This is an optimization exercise on Yosys and OpenROAD, whose aim is a short achievable clock period and few clock cycles per item, not a production implementation. Only simulation tests tie the RTL to the original design; equivalence was not proved. Power is estimated from default activity; no workload was simulated.

==> inputs of yarrow <==
Design cpu, start of the top module:
module cpu(clk, rst, imem_addr, imem_rdata, dmem_addr, dmem_rdata, dmem_we, dmem_wdata);
clock: 7.5 ns
lec_check: 0
cap_margin: 20
core_margin: 2
core_utilization: 35
setup_slack_margin: 5
slew_margin: 20
synth_hierarchical: 1
standard.sh (not shown) runs the stock make flow with config.mk's settings and CLKGATE_MAP_FILE= SYNTH_SCRIPT=/design/flow/synth_recipe.tcl, a recipe that flattens the netlist after the stock synthesis.
==> flow/flow/run.sh <==
#!/bin/bash
# The standard layout (standard.sh) with these changes:
# - synthesis leaves Yosys's adders to ABC instead of mapping them to the
#   library's full/half-adder cells, and ABC maps for delay (structural choices, then its classic
#   mapper; flow/abc.script) instead of ORFS's speed script;
set -o pipefail
export ADDER_MAP_FILE=
export MY_ABC_SCRIPT=$PWD/flow/abc.script
# The standard flow's synthesis script with the ABC script replaced
{ head -n 1 synth_recipe.tcl
  cat <<'EOT'
proc abc {args} {
  set i [lsearch -exact $args -script]
  if {$i >= 0} { set args [lreplace $args $i [expr {$i + 1}] -script $::env(MY_ABC_SCRIPT)] }
  yosys abc {*}$args
}
EOT
  tail -n +2 synth_recipe.tcl; } > flow_synth.tcl
bash standard.sh SYNTH_SCRIPT=$PWD/flow_synth.tcl SETUP_SLACK_MARGIN=5.5 finish 2>&1 | tee standard.log
==> flow/flow/abc.script <==
strash
dch
map -D 300
buffer -c
topo
stime -c
upsize -c
dnsize -c
==> inputs of indigo, as changes to yarrow <==
--- a/flow/design.v
+++ b/flow/design.v
@@ -14,38 +14,45 @@
   reg eSW, eK;
   wire [4:0] eDestV = eK ? 5'd0 : eDest;
   wire eSWV = eSW & ~eK;
   reg [15:0] bhtH, bhtL;
   integer k;
   reg uV, uInv;
   reg [3:0] uIdx;
-  reg [9:0] PC;
+  reg [9:0] PC;                 
+  reg [9:0] PCn;                
   wire [31:0] fI = imem_rdata;
   wire fJ = fI[31:26] == 6'd2;
   wire fBr = fI[31:27] == 5'b00010;
-  wire fInv = bhtH[PC[3:0]];
+  wire fInv = bhtH[PCn[3:0]];   
   wire fPT = fBr & (fI[15] ^ fInv);
-  wire [9:0] fPC1 = PC + 10'd1;
-  wire [9:0] fBT;
-  add10c u_fbt(.a(PC), .b(fI[9:0]), .ci(1'b1), .s(fBT));
+  wire [9:0] fPC1 = PCn;
+  wire [9:0] fBT, fBT1, fPC2, fJT1;
+  add10c u_fbt(.a(PCn), .b(fI[9:0]), .ci(1'b0), .s(fBT));
+  add10c u_fbt1(.a(PCn), .b(fI[9:0]), .ci(1'b1), .s(fBT1));
+  add10c u_pc2(.a(PCn), .b(10'd0), .ci(1'b1), .s(fPC2));
+  add10c u_jt1(.a(fI[9:0]), .b(10'd0), .ci(1'b1), .s(fJT1));
   wire [9:0] fNext0 = fJ ? fI[9:0] : fBr & fI[15] ? fBT : fPC1;
   wire [9:0] fNext1 = fJ ? fI[9:0] : fBr & ~fI[15] ? fBT : fPC1;
   wire [9:0] fNext = fInv ? fNext1 : fNext0;
+  wire [9:0] fNextP0 = fJ ? fJT1 : fBr & fI[15] ? fBT1 : fPC2;
+  wire [9:0] fNextP1 = fJ ? fJT1 : fBr & ~fI[15] ? fBT1 : fPC2;
+  wire [9:0] fNextP = fInv ? fNextP1 : fNextP0;
   wire [9:0] fAlt = fInv ^ fI[15] ? fPC1 : fBT;
   wire [4:0] fRs = fI[25:21], fRt = fI[20:16];
   wire [31:0] fA0 = fRs[2:0] == 3'd0 ? 32'd0 : RF[{2'd0, fRs[2:0]}];
   wire [31:0] fA1 = RF[{2'd1, fRs[2:0]}], fA2 = RF[{2'd2, fRs[2:0]}], fA3 = RF[{2'd3, fRs[2:0]}];
   wire [31:0] fB0 = fRt[2:0] == 3'd0 ? 32'd0 : RF[{2'd0, fRt[2:0]}];
   wire [31:0] fB1 = RF[{2'd1, fRt[2:0]}], fB2 = RF[{2'd2, fRt[2:0]}], fB3 = RF[{2'd3, fRt[2:0]}];
   reg [31:0] dI;
   reg [31:0] dA0, dA1, dA2v, dA3v, dB0, dB1, dB2v, dB3v;
   reg dV, dPT, dA2, dA3, dB2, dB3;
   reg [3:0] gA, gB;            
   reg dStall;                  
-  reg [9:0] dAlt;
+  reg [9:0] dAlt, dAlt1;       
   reg [3:0] dIdx;
   wire [5:0] dOp = dI[31:26], dFn = dI[5:0];
   wire [4:0] dRs = dI[25:21], dRt = dI[20:16], dRd = dI[15:11];
   wire dR = dOp == 6'd0;
   wire dSLL = dR & dFn == 6'd0, dSRL = dR & dFn == 6'd2, dADD = dR & dFn == 6'd32,
        dSUB = dR & dFn == 6'd34, dAND = dR & dFn == 6'd36, dOR = dR & dFn == 6'd37,
        dNOR = dR & dFn == 6'd39;
@@ -65,15 +72,15 @@
   wire dMA = eDestV != 5'd0 & eDestV == dRs;
   wire dMB = eDestV != 5'd0 & eDestV == dRt;
   wire dGo = dV & ~dStall;
   wire fLW = fI[31:26] == 6'd35, fMem = fLW | fI[31:26] == 6'd43;
   wire fStall = (fMem & dGo & dDest != 5'd0 & dDest == fRs) | (fLW & dGo & dSW);
   reg eBeq, eBne, ePT, eSt;
   reg [3:0] eIdx;
-  reg [9:0] eAlt, eAddr, mAddr;
+  reg [9:0] eAlt, eAlt1, eAddr, mAddr;
   reg [31:0] eA, eB, eO2;      
   reg eSub;
   reg [4:0] eSh;
   reg sAdd, sAnd, sOr, sNor, sSll, sSrl, sLw;
   reg eZok, eZsh;              
   reg [31:0] eZm;              
   reg sWe;
@@ -99,14 +106,15 @@
   assign imem_addr = PC;
   assign dmem_addr = mAddr;
   assign dmem_we = sWe;
   assign dmem_wdata = sData;
   always @(posedge clk) begin
     if(rst) begin
       PC <= 10'd0;
+      PCn <= 10'd1;
       dV <= 1'b0;
       bhtH <= 16'd0;
       bhtL <= 16'd0;
       uV <= 1'b0;
       eDest <= 5'd0;
       eSW <= 1'b0;
       eBeq <= 1'b0;
@@ -114,20 +122,23 @@
       eK <= 1'b0;
       dStall <= 1'b0;
       wDest <= 5'd0;
       sWe <= 1'b0;
     end else begin
       if(eMis) begin
         PC <= eAlt;
+        PCn <= eAlt1;
         dV <= 1'b0;
       end else if(dMisE) begin
         PC <= dAlt;
+        PCn <= dAlt1;
         dV <= 1'b0;
       end else if(~dStall) begin
         PC <= fNext;
+        PCn <= fNextP;
         dV <= 1'b1;
       end
       for(k = 0; k < 16; k = k + 1)
         if(uV & uIdx == k) begin
           bhtH[k] <= uInv ? bhtH[k] | bhtL[k] : bhtH[k] & bhtL[k];
           bhtL[k] <= uInv ? ~bhtL[k] | bhtH[k] : ~bhtL[k] & bhtH[k];
         end
@@ -143,15 +154,16 @@
     end
     uIdx <= eIdx;
     uInv <= eTaken ^ eSt;
     if(~dStall) begin
       dI <= fI;
       dPT <= fPT;
       dAlt <= fAlt;
-      dIdx <= PC[3:0];
+      dAlt1 <= fInv ^ fI[15] ? fPC2 : fBT1;
+      dIdx <= PCn[3:0];
       gA <= 4'd1 << fI[25:24];
       gB <= 4'd1 << fI[20:19];
       dA0 <= fA0; dA1 <= fA1; dA2v <= fA2; dA3v <= fA3;
       dB0 <= fB0; dB1 <= fB1; dB2v <= fB2; dB3v <= fB3;
       dA2 <= eDestV != 5'd0 & eDestV == fRs;
       dB2 <= eDestV != 5'd0 & eDestV == fRt;
       dA3 <= wDest != 5'd0 & wDest == fRs;
@@ -164,14 +176,15 @@
       dA3 <= 1'b0;
       dB3 <= 1'b0;
     end
     ePT <= dPT ^ dMisE;
     eSt <= dI[15];
     eIdx <= dIdx;
     eAlt <= dAlt;
+    eAlt1 <= dAlt1;
     eAddr <= dAddr;
     mAddr <= eSWV ? eAddr : dAddr;
     eA <= nA;
     eB <= nB;
     eO2 <= dImm ? dSimm : nB ^ {32{dSUB}};
     eSub <= dSUB;
     eSh <= dI[10:6];
==> flow/flow/run.sh (replaced) <==
#!/bin/bash
# The standard layout (standard.sh) with these changes:
# - synthesis leaves Yosys's adders to ABC instead of mapping them to the
#   library's full/half-adder cells, and ABC maps for delay (structural choices (dch -f), then its classic
#   mapper; flow/abc.script) instead of ORFS's speed script;
set -o pipefail
export ADDER_MAP_FILE=
export MY_ABC_SCRIPT=$PWD/flow/abc.script
# The standard flow's synthesis script with the ABC script replaced
{ head -n 1 synth_recipe.tcl
  cat <<'EOT'
proc abc {args} {
  set i [lsearch -exact $args -script]
  if {$i >= 0} { set args [lreplace $args $i [expr {$i + 1}] -script $::env(MY_ABC_SCRIPT)] }
  yosys abc {*}$args
}
EOT
  tail -n +2 synth_recipe.tcl; } > flow_synth.tcl
bash standard.sh SYNTH_SCRIPT=$PWD/flow_synth.tcl SETUP_SLACK_MARGIN=5 finish 2>&1 | tee standard.log
==> flow/flow/abc.script (replaced) <==
strash
dch -f
map -D 300
buffer -c
topo
stime -c
upsize -c
dnsize -c
==> flow/config.mk (replaced) <==
export PLATFORM = sky130hd
export DESIGN_NAME = cpu
export DESIGN_NICKNAME = cpu
export VERILOG_FILES = /design/flow/design.v
export SDC_FILE = /design/flow/constraint.sdc
export NUM_CORES = 8
export LEC_CHECK = 0
export CAP_MARGIN = 20
export CORE_MARGIN = 2
export CORE_UTILIZATION = 45
export SETUP_SLACK_MARGIN = 5
export SLEW_MARGIN = 20
export SYNTH_HIERARCHICAL = 1
==> comparison table <==
| quantity | yarrow | indigo |
|---|---|---|
| Result of the run | timing/DRC/antenna clean | timing/DRC/antenna clean |
| Floorplan Core Area | 223000 um^2 | 180000 um^2 |
| Clk_buf instances | 240 | 264 |
| Static leakage | 0.0413 uW | 0.0370 uW |
| Routed WL | 473000 um | 374000 um |
| Fraction of layout cells with a size suffix above 1 | 35.2% | 21.2% |
| Portion of netlist area occupied by mux cells | 0.0765% | 0.0739% |
| Buffers excl. clock | 1162 | 648 |
| EDFF count, synth | 1047 | 1057 |
| Required @ worst endpoint | 6000 ps | 8170 ps |
| Vertical die dimension | 478 um | 429 um |
| Met2 capacity usage during global routing | 50.0% | 55.1% |
| Number of placement rows | 173 | 156 |
| Cell Area, Synth | 78500 um^2 | 81300 um^2 |
| Library cells used by synthesis | 87 | 75 |
| Simple-gate portion of the synthesized area | 14.8% | 15.7% |
| Termination of the worst setup path | imem_addr[4] | PC[8] |
| Detailed Route Iter0 Violations | 17349 | 12568 |
| Highest ir drop seen on vdd | 285 uV | 209 uV |
| Met3 Routed Length | 83600 um | 48800 um |
| Count of cells along the worst register-to-register path | 15 | 13 |
| Resized cells post-CTS | 1956 | 1077 |
| Number of clock buffers inserted by TritonCTS | 170 | 183 |
Testbench counts of yarrow, summed over its fixed seeds: cycles 46,044, instructions 44,290.
Testbench counts of indigo, summed over its fixed seeds: cycles 46,044, instructions 44,290.

static timing again, ports no longer ideal:
No port has a modelled driver above. Below, the same layouts with a new extraction and two added sets of constraints. Step 1 sets driving cells, clkbuf_16 on the clock port and buf_2 on the other inputs (assumed; they add their load-dependent delay and slew). Step 2 also shifts input and output timing later by t, the mid clock arrival at the registers, as if the neighbouring blocks saw the same clock. Three values: no drivers, after step 1, after step 2; two values: the first two.
run | shift t [ns] | setup slack, ns | cell pins on the clock port's net
yarrow | 1.002 | 4.624 / 4.518 / 3.772 | 1
indigo | 0.906 | 4.631 / 4.602 / 3.758 | 1
After both steps setup and hold are still met in every run listed. The setup slack of indigo, which loses most, moves by -0.029 ns with the drivers and by -0.873 ns with both steps.
